This design comes from an exercise in tuning for small area on the open sky130 flow, not from production work. At most, simulation tests tie the RTL to the original design; equivalence was not proved.

==> flow/design.v <==
module defog_channel(
	input	[7:0]	e,
	input	[7:0]	a,
	input	[4:0]	qd,
	output	[7:0]	out
);
wire [12:0] prod = e * qd;
wire [9:0] y = {2'b00, e} + {1'b0, prod[12:4]};
wire [10:0] v = {3'b000, a} - {1'b0, y};
assign out = v[10] ? 8'd0 : v[7:0];
endmodule
module defog_top(
	input	clk,
	input	nrst,
	input	[7:0]	r,
	input	[7:0]	g,
	input	[7:0]	b,
	input	hsync,
	input	vsync,
	input	en,
	input	frame_done_flag,
	input	[7:0]	atmos,
	output	[7:0]	defogged_r,
	output	[7:0]	defogged_g,
	output	[7:0]	defogged_b,
	output	o_hsync,
	output	o_vsync,
	output	o_en,
	output	reg [7:0]	max_of_dark
);
reg [3:0] cnt;
wire cnt_done = cnt[3] & cnt[2];
always @(posedge clk or negedge nrst) begin
	if (!nrst)
		cnt <= 4'd0;
	else if (!cnt_done)
		cnt <= cnt + 4'd1;
end
wire p2_valid = cnt[3] | cnt[2] | cnt[1];
reg [23:0] p1, p2;
always @(posedge clk) begin
	p1 <= {r, g, b};
	p2 <= p1;
end
wire [7:0] r2 = p2[23:16];
wire [7:0] g2 = p2[15:8];
wire [7:0] b2 = p2[7:0];
wire [7:0] min_rg = (r2 <= g2) ? r2 : g2;
wire [7:0] dark = (min_rg <= b2) ? min_rg : b2;
always @(posedge clk or negedge nrst) begin
	if (!nrst)
		max_of_dark <= 8'd0;
	else if (frame_done_flag)
		max_of_dark <= 8'd0;
	else if (p2_valid && dark > max_of_dark)
		max_of_dark <= dark;
end
function [7:0] defog_diff(input [7:0] a, input [7:0] c);
	reg [8:0] d;
	begin
		d = {1'b0, a} - {1'b0, c};
		defog_diff = d[7:0] | {8{d[8]}};
	end
endfunction
reg [4:0] qd;
always @(*) begin
	case (dark)
		8'd0: qd = 5'd0;
		8'd1: qd = 5'd0;
		8'd2: qd = 5'd0;
		8'd3: qd = 5'd0;
		8'd4: qd = 5'd0;
		8'd5: qd = 5'd0;
		8'd6: qd = 5'd0;
		8'd7: qd = 5'd0;
		8'd8: qd = 5'd0;
		8'd9: qd = 5'd0;
		8'd10: qd = 5'd0;
		8'd11: qd = 5'd0;
		8'd12: qd = 5'd0;
		8'd13: qd = 5'd0;
		8'd14: qd = 5'd0;
		8'd15: qd = 5'd0;
		8'd16: qd = 5'd0;
		8'd17: qd = 5'd0;
		8'd18: qd = 5'd0;
		8'd19: qd = 5'd0;
		8'd20: qd = 5'd0;
		8'd21: qd = 5'd0;
		8'd22: qd = 5'd0;
		8'd23: qd = 5'd1;
		8'd24: qd = 5'd1;
		8'd25: qd = 5'd1;
		8'd26: qd = 5'd1;
		8'd27: qd = 5'd1;
		8'd28: qd = 5'd1;
		8'd29: qd = 5'd1;
		8'd30: qd = 5'd1;
		8'd31: qd = 5'd1;
		8'd32: qd = 5'd1;
		8'd33: qd = 5'd1;
		8'd34: qd = 5'd1;
		8'd35: qd = 5'd1;
		8'd36: qd = 5'd1;
		8'd37: qd = 5'd1;
		8'd38: qd = 5'd1;
		8'd39: qd = 5'd1;
		8'd40: qd = 5'd1;
		8'd41: qd = 5'd1;
		8'd42: qd = 5'd1;
		8'd43: qd = 5'd1;
		8'd44: qd = 5'd1;
		8'd45: qd = 5'd2;
		8'd46: qd = 5'd2;
		8'd47: qd = 5'd2;
		8'd48: qd = 5'd2;
		8'd49: qd = 5'd2;
		8'd50: qd = 5'd2;
		8'd51: qd = 5'd2;
		8'd52: qd = 5'd2;
		8'd53: qd = 5'd2;
		8'd54: qd = 5'd2;
		8'd55: qd = 5'd2;
		8'd56: qd = 5'd2;
		8'd57: qd = 5'd2;
		8'd58: qd = 5'd2;
		8'd59: qd = 5'd2;
		8'd60: qd = 5'd2;
		8'd61: qd = 5'd2;
		8'd62: qd = 5'd2;
		8'd63: qd = 5'd3;
		8'd64: qd = 5'd3;
		8'd65: qd = 5'd3;
		8'd66: qd = 5'd3;
		8'd67: qd = 5'd3;
		8'd68: qd = 5'd3;
		8'd69: qd = 5'd3;
		8'd70: qd = 5'd3;
		8'd71: qd = 5'd3;
		8'd72: qd = 5'd3;
		8'd73: qd = 5'd3;
		8'd74: qd = 5'd3;
		8'd75: qd = 5'd3;
		8'd76: qd = 5'd3;
		8'd77: qd = 5'd3;
		8'd78: qd = 5'd3;
		8'd79: qd = 5'd4;
		8'd80: qd = 5'd4;
		8'd81: qd = 5'd4;
		8'd82: qd = 5'd4;
		8'd83: qd = 5'd4;
		8'd84: qd = 5'd4;
		8'd85: qd = 5'd4;
		8'd86: qd = 5'd4;
		8'd87: qd = 5'd4;
		8'd88: qd = 5'd4;
		8'd89: qd = 5'd4;
		8'd90: qd = 5'd4;
		8'd91: qd = 5'd4;
		8'd92: qd = 5'd4;
		8'd93: qd = 5'd4;
		8'd94: qd = 5'd5;
		8'd95: qd = 5'd5;
		8'd96: qd = 5'd5;
		8'd97: qd = 5'd5;
		8'd98: qd = 5'd5;
		8'd99: qd = 5'd5;
		8'd100: qd = 5'd5;
		8'd101: qd = 5'd5;
		8'd102: qd = 5'd5;
		8'd103: qd = 5'd5;
		8'd104: qd = 5'd5;
		8'd105: qd = 5'd5;
		8'd106: qd = 5'd5;
		8'd107: qd = 5'd5;
		8'd108: qd = 5'd6;
		8'd109: qd = 5'd6;
		8'd110: qd = 5'd6;
		8'd111: qd = 5'd6;
		8'd112: qd = 5'd6;
		8'd113: qd = 5'd6;
		8'd114: qd = 5'd6;
		8'd115: qd = 5'd6;
		8'd116: qd = 5'd6;
		8'd117: qd = 5'd6;
		8'd118: qd = 5'd6;
		8'd119: qd = 5'd6;
		8'd120: qd = 5'd7;
		8'd121: qd = 5'd7;
		8'd122: qd = 5'd7;
		8'd123: qd = 5'd7;
		8'd124: qd = 5'd7;
		8'd125: qd = 5'd7;
		8'd126: qd = 5'd7;
		8'd127: qd = 5'd7;
		8'd128: qd = 5'd7;
		8'd129: qd = 5'd7;
		8'd130: qd = 5'd7;
		8'd131: qd = 5'd8;
		8'd132: qd = 5'd8;
		8'd133: qd = 5'd8;
		8'd134: qd = 5'd8;
		8'd135: qd = 5'd8;
		8'd136: qd = 5'd8;
		8'd137: qd = 5'd8;
		8'd138: qd = 5'd8;
		8'd139: qd = 5'd8;
		8'd140: qd = 5'd8;
		8'd141: qd = 5'd8;
		8'd142: qd = 5'd9;
		8'd143: qd = 5'd9;
		8'd144: qd = 5'd9;
		8'd145: qd = 5'd9;
		8'd146: qd = 5'd9;
		8'd147: qd = 5'd9;
		8'd148: qd = 5'd9;
		8'd149: qd = 5'd9;
		8'd150: qd = 5'd9;
		8'd151: qd = 5'd9;
		8'd152: qd = 5'd10;
		8'd153: qd = 5'd10;
		8'd154: qd = 5'd10;
		8'd155: qd = 5'd10;
		8'd156: qd = 5'd10;
		8'd157: qd = 5'd10;
		8'd158: qd = 5'd10;
		8'd159: qd = 5'd10;
		8'd160: qd = 5'd11;
		8'd161: qd = 5'd11;
		8'd162: qd = 5'd11;
		8'd163: qd = 5'd11;
		8'd164: qd = 5'd11;
		8'd165: qd = 5'd11;
		8'd166: qd = 5'd11;
		8'd167: qd = 5'd11;
		8'd168: qd = 5'd11;
		8'd169: qd = 5'd12;
		8'd170: qd = 5'd12;
		8'd171: qd = 5'd12;
		8'd172: qd = 5'd12;
		8'd173: qd = 5'd12;
		8'd174: qd = 5'd12;
		8'd175: qd = 5'd12;
		8'd176: qd = 5'd12;
		8'd177: qd = 5'd13;
		8'd178: qd = 5'd13;
		8'd179: qd = 5'd13;
		8'd180: qd = 5'd13;
		8'd181: qd = 5'd13;
		8'd182: qd = 5'd13;
		8'd183: qd = 5'd14;
		8'd184: qd = 5'd14;
		8'd185: qd = 5'd14;
		8'd186: qd = 5'd14;
		8'd187: qd = 5'd14;
		8'd188: qd = 5'd14;
		8'd189: qd = 5'd14;
		8'd190: qd = 5'd14;
		8'd191: qd = 5'd15;
		8'd192: qd = 5'd15;
		8'd193: qd = 5'd15;
		8'd194: qd = 5'd15;
		8'd195: qd = 5'd15;
		8'd196: qd = 5'd15;
		8'd197: qd = 5'd16;
		8'd198: qd = 5'd16;
		8'd199: qd = 5'd16;
		8'd200: qd = 5'd16;
		8'd201: qd = 5'd16;
		8'd202: qd = 5'd16;
		8'd203: qd = 5'd17;
		8'd204: qd = 5'd17;
		8'd205: qd = 5'd17;
		8'd206: qd = 5'd17;
		8'd207: qd = 5'd18;
		8'd208: qd = 5'd18;
		8'd209: qd = 5'd18;
		8'd210: qd = 5'd18;
		8'd211: qd = 5'd18;
		8'd212: qd = 5'd18;
		8'd213: qd = 5'd18;
		8'd214: qd = 5'd19;
		8'd215: qd = 5'd19;
		8'd216: qd = 5'd19;
		8'd217: qd = 5'd19;
		8'd218: qd = 5'd20;
		8'd219: qd = 5'd20;
		8'd220: qd = 5'd20;
		8'd221: qd = 5'd20;
		8'd222: qd = 5'd20;
		8'd223: qd = 5'd21;
		8'd224: qd = 5'd21;
		8'd225: qd = 5'd21;
		8'd226: qd = 5'd21;
		8'd227: qd = 5'd22;
		8'd228: qd = 5'd22;
		8'd229: qd = 5'd22;
		8'd230: qd = 5'd22;
		8'd231: qd = 5'd22;
		8'd232: qd = 5'd23;
		8'd233: qd = 5'd23;
		8'd234: qd = 5'd23;
		8'd235: qd = 5'd24;
		8'd236: qd = 5'd24;
		8'd237: qd = 5'd24;
		8'd238: qd = 5'd24;
		8'd239: qd = 5'd24;
		8'd240: qd = 5'd25;
		8'd241: qd = 5'd25;
		8'd242: qd = 5'd25;
		8'd243: qd = 5'd26;
		8'd244: qd = 5'd26;
		8'd245: qd = 5'd26;
		8'd246: qd = 5'd26;
		8'd247: qd = 5'd27;
		8'd248: qd = 5'd27;
		8'd249: qd = 5'd27;
		8'd250: qd = 5'd28;
		8'd251: qd = 5'd28;
		8'd252: qd = 5'd28;
		8'd253: qd = 5'd29;
		8'd254: qd = 5'd29;
		8'd255: qd = 5'd29;
		default: qd = 5'd0;
	endcase
end
reg [4:0] qd3;
reg [23:0] e3;
always @(posedge clk) begin
	qd3 <= qd;
	e3 <= {defog_diff(atmos, r2), defog_diff(atmos, g2), defog_diff(atmos, b2)};
end
wire [23:0] res;
defog_channel ur(.e(e3[23:16]), .a(atmos), .qd(qd3), .out(res[23:16]));
defog_channel ug(.e(e3[15:8]), .a(atmos), .qd(qd3), .out(res[15:8]));
defog_channel ub(.e(e3[7:0]), .a(atmos), .qd(qd3), .out(res[7:0]));
reg [23:0] d4, d5, d6, d7, d8, d9, d10, d11, d12;
always @(posedge clk) begin
	d4 <= res;
	d5 <= d4;
	d6 <= d5;
	d7 <= d6;
	d8 <= d7;
	d9 <= d8;
	d10 <= d9;
	d11 <= d10;
	d12 <= d11;
end
assign defogged_r = d12[23:16];
assign defogged_g = d12[15:8];
assign defogged_b = d12[7:0];
reg [2:0] s1, s2, s3, s4, s5, s6, s7, s8, s9, s10, s11, s12;
always @(posedge clk) begin
	s1 <= {hsync, vsync, en};
	s2 <= s1;
	s3 <= s2;
	s4 <= s3;
	s5 <= s4;
	s6 <= s5;
	s7 <= s6;
	s8 <= s7;
	s9 <= s8;
	s10 <= s9;
	s11 <= s10;
	s12 <= s11;
end
assign {o_hsync, o_vsync, o_en} = s12 & {3{cnt_done}};
endmodule
clock: 6.734 ns
lec_check: 0
cap_margin: 20
core_margin: 2
core_utilization: 40
place_density: 0.6
slew_margin: 20
run.sh (not shown) runs the stock make flow with config.mk's settings and CLKGATE_MAP_FILE= SYNTH_SCRIPT=/design/flow/synth_recipe.tcl, a recipe that flattens the netlist after the stock synthesis.
The starting point went through all stages and came out clean.
==> next run, changes <==
--- a/flow/design.v
+++ b/flow/design.v
@@ -1,13 +1,13 @@
 module defog_channel(
-	input	[7:0]	e,
+	input	[7:0]	c,
 	input	[7:0]	a,
 	input	[4:0]	qd,
 	output	[7:0]	out
 );
-wire [12:0] prod = e * qd;
-wire [9:0] y = {2'b00, e} + {1'b0, prod[12:4]};
-wire [10:0] v = {3'b000, a} - {1'b0, y};
-assign out = v[10] ? 8'd0 : v[7:0];
+wire [8:0] e = {1'b0, a} - {1'b0, c};
+wire [12:0] prod = e[7:0] * qd;
+wire [9:0] v = {2'b00, c} - {1'b0, prod[12:4]};
+assign out = (e[8] | v[9]) ? 8'd0 : v[7:0];
 endmodule
 module defog_top(
 	input	clk,
@@ -55,13 +55,6 @@
 	else if (p2_valid && dark > max_of_dark)
 		max_of_dark <= dark;
 end
-function [7:0] defog_diff(input [7:0] a, input [7:0] c);
-	reg [8:0] d;
-	begin
-		d = {1'b0, a} - {1'b0, c};
-		defog_diff = d[7:0] | {8{d[8]}};
-	end
-endfunction
 reg [4:0] qd;
 always @(*) begin
 	case (dark)
@@ -324,19 +317,14 @@
 		default: qd = 5'd0;
 	endcase
 end
-reg [4:0] qd3;
-reg [23:0] e3;
-always @(posedge clk) begin
-	qd3 <= qd;
-	e3 <= {defog_diff(atmos, r2), defog_diff(atmos, g2), defog_diff(atmos, b2)};
-end
 wire [23:0] res;
-defog_channel ur(.e(e3[23:16]), .a(atmos), .qd(qd3), .out(res[23:16]));
-defog_channel ug(.e(e3[15:8]), .a(atmos), .qd(qd3), .out(res[15:8]));
-defog_channel ub(.e(e3[7:0]), .a(atmos), .qd(qd3), .out(res[7:0]));
-reg [23:0] d4, d5, d6, d7, d8, d9, d10, d11, d12;
+defog_channel ur(.c(r2), .a(atmos), .qd(qd), .out(res[23:16]));
+defog_channel ug(.c(g2), .a(atmos), .qd(qd), .out(res[15:8]));
+defog_channel ub(.c(b2), .a(atmos), .qd(qd), .out(res[7:0]));
+reg [23:0] d3, d4, d5, d6, d7, d8, d9, d10, d11, d12;
 always @(posedge clk) begin
-	d4 <= res;
+	d3 <= res;
+	d4 <= d3;
 	d5 <= d4;
 	d6 <= d5;
 	d7 <= d6;
Effect: The changed run finished with setup timing left. Fmax falls by about 30%. Setup slack degrades by 2.7 ns. Synthesized cell count falls by 4.8%. Non-clock buffer count rises by 262. Flip-flop and latch count falls by 5.
Only the layout flow was run in the second run of this note; the RTL was not checked for function there.

---

defog_top, a different RTL version from the one above (not shown whole).
For scale: about 1100 cells after synthesis, roughly 73 I/O pins, roughly 0.013 mm^2 of cells after synthesis.
clock: 6.734 ns
lec_check: 0
abc_area: 1
cap_margin: 20
core_margin: 2
core_utilization: 70
cts_buf_list: sky130_fd_sc_hd__clkbuf_16
cts_cluster_diameter: 80
cts_cluster_size: 30
place_density: 0.8
slew_margin: 20
Edit:
--- a/flow/design.v
+++ b/flow/design.v
@@ -150,24 +150,40 @@
 reg [23:0] p1, p2;
 always @(posedge clk) begin
 	p1 <= {r, g, b};
 	p2 <= p1;
 end
 wire [7:0] r2 = p2[23:16];
 wire [7:0] g2 = p2[15:8];
 wire [7:0] b2 = p2[7:0];
-wire [7:0] min_rg = (r2 <= g2) ? r2 : g2;
-wire [7:0] dark = (min_rg <= b2) ? min_rg : b2;
+wire [8:0] ar, ag, ab;
+wire [7:0] dark;
+assign ar[8] = 1'b1;
+assign ag[8] = 1'b1;
+assign ab[8] = 1'b1;
+genvar k;
+generate for (k = 7; k >= 0; k = k - 1) begin : gmin
+	assign dark[k] = ~((ar[k+1] & ~r2[k]) | (ag[k+1] & ~g2[k]) | (ab[k+1] & ~b2[k]));
+	assign ar[k] = ar[k+1] & ~(r2[k] & ~dark[k]);
+	assign ag[k] = ag[k+1] & ~(g2[k] & ~dark[k]);
+	assign ab[k] = ab[k+1] & ~(b2[k] & ~dark[k]);
+end endgenerate
+wire [8:0] gt;
+assign gt[0] = 1'b0;
+generate for (k = 0; k < 8; k = k + 1) begin : ggt
+	assign gt[k+1] = (dark[k] & ~max_of_dark[k]) | (dark[k] & gt[k]) | (~max_of_dark[k] & gt[k]);
+end endgenerate
+wire dark_gt = gt[8];
 always @(posedge clk or negedge nrst) begin
 	if (!nrst)
 		max_of_dark <= 8'd0;
 	else if (frame_done_flag)
 		max_of_dark <= 8'd0;
-	else if (p2_valid && dark > max_of_dark)
+	else if (p2_valid && dark_gt)
 		max_of_dark <= dark;
 end
 reg [4:0] qd;
 always @(*) begin
 	case (dark)
 		8'd0: qd = 5'd0;
 		8'd1: qd = 5'd0;
 		8'd2: qd = 5'd0;
Effect:
- maximum frequency increases by 5.4%
- flip-flop and latch count is unchanged
- utilization goes up by 0.95 points
- via count shrinks by 6.0%
- cell area fell by 2.9%
- critical path depth rose by 1
- first-iteration DRC count climbs by 11%
- area after synthesis shrinks by 3.6%
The RTL of the first run of this note was laid out without a check of its function.

[separate check: timing with driven ports]
The flow's constraints put no driver on any port. The routed layouts listed below were extracted and timed again, unchanged, in two steps. Step 1 assumes that a clkbuf_16 drives the clock port and a buf_2 every other input. Step 2 moves the port delays by t, midway between the first and last clock arrival at a register: inputs arrive t later, outputs are due t later. That takes back most of the time a late clock gives input paths. a / b / c = no drivers / after step 1 / after step 2; a / b = the first two.
| run | t, ns | setup slack, ns | worst setup path at the end |
|---|---|---|---|
| the first run of note 1 | 0.569 | 0.778 / 0.778 / 0.778 | register to register |
| the second run of note 1 | 0.557 | -1.885 / -1.885 / -1.885 | register to register |
| the first run of note 2 | 0.543 | 0.216 / 0.229 / -0.314 | input to register |
| the second run of note 2 | 0.538 | 0.552 / 0.552 / 0.049 | input to register |
Met with ideal ports but missed after step 2: setup timing in the first run of note 2. The setup slack of the first run of note 2, which loses most, moves by +0.013 ns with the drivers and by -0.530 ns with both steps.
